From an optimization exercise on the open Yosys and OpenROAD flow, aimed at small area, a short achievable clock period and few clock cycles; shortcuts taken in it are not production practice.
In this exercise RTL edits were held to simulation tests only and were not proved equivalent to the original.

## lascon_top
module lascon_top #(
    parameter int LASCON_VARIANT = 0
)(
    input  logic        clk,
    input  logic        rst,
    input  logic [2:0]  mode_i,
    input  logic [31:0] xof_len_i,
    input  logic        start_i,
    input  logic        abort_i,
    output logic        busy_o,
    output logic        done_o,
    output logic        tag_fail_o,
    input  logic [63:0] s_axis_tdata,
    input  logic [7:0]  s_axis_tkeep,
    input  logic [3:0]  s_axis_tuser,
    input  logic        s_axis_tlast,
    input  logic        s_axis_tvalid,
    output logic        s_axis_tready,
    output logic [63:0] m_axis_tdata,
    output logic [7:0]  m_axis_tkeep,
    output logic [3:0]  m_axis_tuser,
    output logic        m_axis_tlast,
    output logic        m_axis_tvalid,
    input  logic        m_axis_tready
);
Settings: LEC_CHECK=0, CAP_MARGIN=20, CORE_MARGIN=2, CORE_UTILIZATION=40, PLACE_DENSITY=0.5, SETUP_SLACK_MARGIN=2.9, SLEW_MARGIN=10, SYNTH_HIERARCHICAL=1; clock period 7.0 ns.
run.sh (not shown) runs the stock make flow with config.mk's settings and CLKGATE_MAP_FILE= SYNTH_SCRIPT=/design/flow/synth_recipe.tcl, a recipe that flattens the netlist after the stock synthesis.
The baseline ran to the end with no violations.
Testbench counts at the start, summed over its fixed seeds: cycles 20,321.
Edit:
Settings changed: CAP_MARGIN 20 to 30, SETUP_SLACK_MARGIN 2.9 to 2.5, SLEW_MARGIN 10 to 20.
Effect: Via count decreases by 3.4%; register-to-register slack degrades by 0.47 ns; design area decreases by 7.9%; non-clock buffer count decreases by 240; setup slack degrades by 0.35 ns.

== run A ==
lascon_top, a different RTL version from the one above (not shown whole).
Size: roughly 200 I/O pins, about 67000 sq um of cells after synthesis.
==> flow/config.mk <==
export PLATFORM = sky130hd
export DESIGN_NAME = lascon_top
export DESIGN_NICKNAME = lascon_top
export VERILOG_FILES = /design/flow/design.v
export SDC_FILE = /design/flow/constraint.sdc
export NUM_CORES = 4
export LEC_CHECK = 0
export CAP_MARGIN = 30
export CORE_MARGIN = 2
export CORE_UTILIZATION = 45
export PLACE_DENSITY = 0.5
export SETUP_SLACK_MARGIN = 3.0
export SLEW_MARGIN = 20
export SYNTH_HIERARCHICAL = 1
==> flow/constraint.sdc <==
create_clock -name core_clock -period 7.0 [get_ports {clk}]
set_input_delay 1.4000 -clock core_clock [delete_from_list [all_inputs] [get_ports {clk}]]
set_output_delay 1.4000 -clock core_clock [all_outputs]
set_load 0.01 [all_outputs]
Testbench counts of run A, summed over its fixed seeds: cycles 20,321.
## Diff of input files: run B against run A
Settings: swapping 20 for 50 in SLEW_MARGIN; swapping 45 for 40 in CORE_UTILIZATION.
## What came out
- Number of cell rows in run B is 9 above run A.
- Routed wirelength normalized by instance count up 0.55% in run B wrt run A
- Taking run B as 1.0, run A lands at 0.890 on area enclosed by the die boundary.
- Run A → run B: shortest clock period the worst path allows after layout now sits lower; core utilization now sits lower.
- Looking at total global-route track usage across run B and run A, the one that comes out higher is run A.
- Delta(count of TritonRoute iterations in the first routing pass, run B - run A) < 0
- Going from run A to run B, fraction of area in multi-input gates shrinks by 0.15 points.
Modified inputs, run C compared to run B
Settings: SETUP_SLACK_MARGIN changed from 3.0 to 3.2; SLEW_MARGIN changed from 50 to 20.
[summary]
Clock network contribution to total cell area across run C and run B: no real change. Delta(post-layout net count, run C - run B) > 0. Between run B and run C, the flow reports maximum frequency increasing by a few percent. Cell with the largest stage delay on the worst path: xnor3_1 -> run B, o41a_1 -> run C. The lower count of clock-buffer cells in the layout of run C and run B is in run B. Category of the most critical setup path = reg2reg: run B; category of the most critical setup path = in2reg: run C. Run C has worst setup timing slack at the placement stage below what run B had. Met1 track demand over resource in global routing, run C and run B: larger value in run B. Summary of run C over run B: multi-input combinational gate total flat, slack of the critical path up 0.16 ns, initial antenna violation count went up by 6, wire length of the first global-routing pass saw little to no change.
Modified inputs, run D compared to run C
Settings: an added GPL_TIMING_DRIVEN of 0; a change of SETUP_SLACK_MARGIN from 3.2 to 2.9.
==> run notes <==
- Looking only at total of plain and repair buffers excluding clock buffers, and setting everything else aside, the lower value of run C and run D goes to run D.
- Between run C and run D, wire length per cell increased.
- Sort run C and run D by data arrival time of the critical path, descending, and run D comes first.
- Sequential-to-total area share from yosys stat: run D vs run C — no meaningful difference
- On run D: via count of the first global-routing pass is 1194 higher than what run C gave.
- Non-filler instance count after layout: run D < run C
- Compared with run C, cell area in run D decreased by a few percent.
- Worst-case hold slack delta for run D relative to run C: 0.012 ns lower

== run 1 ==
Starting RTL as in the previous note.
Settings: LEC_CHECK=0, CAP_MARGIN=30, CORE_MARGIN=2, CORE_UTILIZATION=40, PLACE_DENSITY=0.5, SETUP_SLACK_MARGIN=3.0, SLEW_MARGIN=65, SYNTH_HIERARCHICAL=1; clock period 7.0 ns.
Testbench counts of run 1, summed over its fixed seeds: cycles 20,321.
## Diff of input files: run 2 against run 1
# run 1
export LEC_CHECK = 0
export CAP_MARGIN = 30
export CORE_MARGIN = 2
export CORE_UTILIZATION = 40
export PLACE_DENSITY = 0.5
export SETUP_SLACK_MARGIN = 3.0
export SLEW_MARGIN = 65
export SYNTH_HIERARCHICAL = 1
create_clock -name core_clock -period 7.0 [get_ports {clk}]
# run 2
export LEC_CHECK = 0
export CAP_MARGIN = 30
export CORE_MARGIN = 2
export CORE_UTILIZATION = 40
export PLACE_DENSITY = 0.5
export SETUP_SLACK_MARGIN = 3.1
export SLEW_MARGIN = 20
export SYNTH_HIERARCHICAL = 1
create_clock -name core_clock -period 7.0 [get_ports {clk}]
Run 2 completed every stage of the flow, and the final layout passed the timing, DRC and antenna checks.
Run 1: full flow OK, the timing, DRC and antenna checks passed
The following lists how run 3 was set up differently from run 2:
# run 2
export LEC_CHECK = 0
export CAP_MARGIN = 30
export CORE_MARGIN = 2
export CORE_UTILIZATION = 40
export PLACE_DENSITY = 0.5
export SETUP_SLACK_MARGIN = 3.1
export SLEW_MARGIN = 20
export SYNTH_HIERARCHICAL = 1
create_clock -name core_clock -period 7.0 [get_ports {clk}]
# run 3
export LEC_CHECK = 0
export CAP_MARGIN = 30
export CORE_MARGIN = 2
export CORE_UTILIZATION = 40
export PLACE_DENSITY = 0.5
export SETUP_SLACK_MARGIN = 2.9
export SLEW_MARGIN = 20
export SYNTH_HIERARCHICAL = 1
create_clock -name core_clock -period 7.0 [get_ports {clk}]
## What came out
- Half-perimeter wire length of the detailed placement result delta (run 3 − run 2): favourable
- Global-route usage was lower in the run labelled run 3.
Inputs modified between run 3 and run 4:
# run 3
export LEC_CHECK = 0
export CAP_MARGIN = 30
export CORE_MARGIN = 2
export CORE_UTILIZATION = 40
export PLACE_DENSITY = 0.5
export SETUP_SLACK_MARGIN = 2.9
export SLEW_MARGIN = 20
export SYNTH_HIERARCHICAL = 1
create_clock -name core_clock -period 7.0 [get_ports {clk}]
# run 4
export LEC_CHECK = 0
export CAP_MARGIN = 30
export CORE_MARGIN = 2
export CORE_UTILIZATION = 35
export PLACE_DENSITY = 0.5
export SETUP_SLACK_MARGIN = 3.0
export SLEW_MARGIN = 20
export SYNTH_HIERARCHICAL = 1
create_clock -name core_clock -period 7.0 [get_ports {clk}]
## What came out
Compared with run 3, run 4 shows area of all placed cells without fillers higher by 4.0%.
Compared run 4 against run 3; share of final layout cell area taken by clock buffers and inverters within noise.
Starting DRC count in detailed routing on run 4 is down relative to run 3.
Run 4 against run 3: fraction of the mapped netlist area in compound gates barely changed, met3 wire length saw a decrease, first-pass GRT wire length increased by 3.3% relative to the old numbers, wire length higher.
Die area deteriorates in run 4 relative to run 3.
Looking at clock skew across run 3 and run 4, the one that comes out lower is run 4.

## ember
RTL: one of the versions met above, not the one the previous note started from.
For scale: ~7600 cells after synthesis, about 580 flip-flops, roughly 200 I/O pins, roughly 0.069 mm2 of cells after synthesis.
// lascon_top
module lascon_top #(
    parameter int LASCON_VARIANT = 0
)(
    input  logic        clk,
    input  logic        rst,
    input  logic [2:0]  mode_i,
    input  logic [31:0] xof_len_i,
    input  logic        start_i,
    input  logic        abort_i,
    output logic        busy_o,
    output logic        done_o,
    output logic        tag_fail_o,
    input  logic [63:0] s_axis_tdata,
    input  logic [7:0]  s_axis_tkeep,
    input  logic [3:0]  s_axis_tuser,
    input  logic        s_axis_tlast,
    input  logic        s_axis_tvalid,
    output logic        s_axis_tready,
    output logic [63:0] m_axis_tdata,
    output logic [7:0]  m_axis_tkeep,
    output logic [3:0]  m_axis_tuser,
    output logic        m_axis_tlast,
    output logic        m_axis_tvalid,
    input  logic        m_axis_tready
);
    localparam int NR = 2;    
    localparam logic [63:0] AEAD_IV = 64'h00001000808c0001;
    localparam logic [319:0] HIV_HASH = {64'h1a5c464906c5976d, 64'h3c7fd4a4d56a4db3,
        64'hae65396c6b34b81a, 64'h4bc3a01e333751d2, 64'h9b1e5494e934d681};
    localparam logic [319:0] HIV_XOF  = {64'he0547524db6f0bde, 64'h0ee0ea53416b58cc,
        64'he7508fd780085631, 64'hcc7ce6c75f1ef969, 64'hda82ce768d9447eb};
    localparam logic [319:0] HIV_CXOF = {64'h8f3f1d02d432bc46, 64'h2ab14907720780b6,
        64'he9901dec426e81b5, 64'h43d12d7dc0377bbc, 64'h675527c2a0e8de03};
    localparam logic [3:0] U_AD = 4'd3, U_PT = 4'd4, U_CT = 4'd5, U_TAG = 4'd6,
                           U_Z = 4'd8, U_DIG = 4'd9;
    localparam logic [11:0] P_IDLE = 12'd1, P_LOAD = 12'd2, P_AD0 = 12'd4, P_AD1 = 12'd8,
                            P_D0 = 12'd16, P_D1 = 12'd32, P_TOUT = 12'd64, P_TIN = 12'd128,
  ...
export LEC_CHECK = 0
export CAP_MARGIN = 30
export CORE_MARGIN = 2
export CORE_UTILIZATION = 40
export PLACE_DENSITY = 0.5
export SETUP_SLACK_MARGIN = 2.9
export SLEW_MARGIN = 20
export SYNTH_HIERARCHICAL = 1
export TNS_END_PERCENT = 30
create_clock -name core_clock -period 7.0 [get_ports {clk}]
Testbench counts of ember, summed over its fixed seeds: cycles 20,321.
> inputs changed (ember -> willow)
- TNS_END_PERCENT removed (was 30)
- SETUP_SLACK_MARGIN changed from 2.9 to 2.7
--- outcome ---
- The clock latency reported for the late side of the worst-skew pair was comparable across willow and ember.
- Measured against each other, willow and ember differ in share of final layout cell area taken by clock buffers and inverters, the higher figure coming from willow.
- The core of willow is less densely filled than that of ember.
- Routed length per placed instance, willow vs ember: up slightly
- In the flow results for willow and ember, the total number of nets in the final design is smaller on willow.
For lagoon, these inputs were changed with respect to willow:
- a change of SETUP_SLACK_MARGIN from 2.7 to 2.9
==> comparison <==
Looking at the reports, lagoon completed the entire flow and the layout it produced met the timing, DRC and antenna checks.
willow | stages: all done | timing, DRC, antenna: all pass
Critical path required time: lagoon vs willow, no meaningful difference
Diff willow -> lagoon | cell count | up slightly
Setup slack of the critical path after layout ended up 220 ps higher on lagoon than on willow.
Of willow and lagoon, the run reporting the higher clock insertion delay at the later pin of the skew report was willow.

[separate check: timing with driven ports]
Ports are ideal in the flow. The routed layouts listed here were re-timed in OpenROAD. Step 1 sets driving cells, clkbuf_16 on the clock port and buf_2 on the other inputs (assumed; they add their load-dependent delay and slew). Step 2, shift: input delay + t, output delay - t, t = (earliest + latest rising clock arrival at the registers) / 2. This alone moves slack from input paths to output paths. a / b / c = ideal ports / drivers / drivers and shift; a / b = the first two.
run	t (ns)	setup slack, ns	worst hold slack (ns)	worst register clock-pin slew, ns	worst slew at a driven data input, ns
the first run of note 1	0.797	2.608 / 2.657 / 1.859	0.558 / 0.558 / 0.558	0.07 / 0.07	0.06
the second run of note 1	0.835	2.257 / 2.257 / 1.750	0.560 / 0.560 / 0.560	0.08 / 0.08	0.10
run A	0.782	2.796 / 2.825 / 2.043	0.583 / 0.583 / 0.583	0.08 / 0.08	0.08
run B	0.802	2.846 / 2.846 / 2.248	0.564 / 0.564 / 0.564	0.07 / 0.07	0.14
run C	0.788	3.010 / 3.044 / 2.256	0.568 / 0.568 / 0.568	0.07 / 0.07	0.06
run D	0.824	2.383 / 2.385 / 1.614	0.557 / 0.557 / 0.557	0.09 / 0.09	0.12
run 1	0.808	2.840 / 2.840 / 2.170	0.569 / 0.569 / 0.569	0.07 / 0.07	0.10
run 2	0.824	2.956 / 2.956 / 2.252	0.568 / 0.568 / 0.568	0.10 / 0.10	0.07
run 3	0.803	2.669 / 2.669 / 2.189	0.559 / 0.559 / 0.559	0.07 / 0.07	0.08
run 4	0.801	2.893 / 2.893 / 2.227	0.550 / 0.550 / 0.550	0.07 / 0.07	0.12
ember	0.806	2.607 / 2.607 / 2.056	0.556 / 0.556 / 0.556	0.10 / 0.10	0.13
willow	0.821	2.518 / 2.518 / 1.930	0.577 / 0.577 / 0.577	0.07 / 0.07	0.12
lagoon	0.820	2.734 / 2.734 / 2.132	0.559 / 0.559 / 0.559	0.07 / 0.07	0.07
After both steps setup and hold are still met in every run listed. The setup slack of run D, which loses most, moves by +0.002 ns with the drivers and by -0.769 ns with both steps.
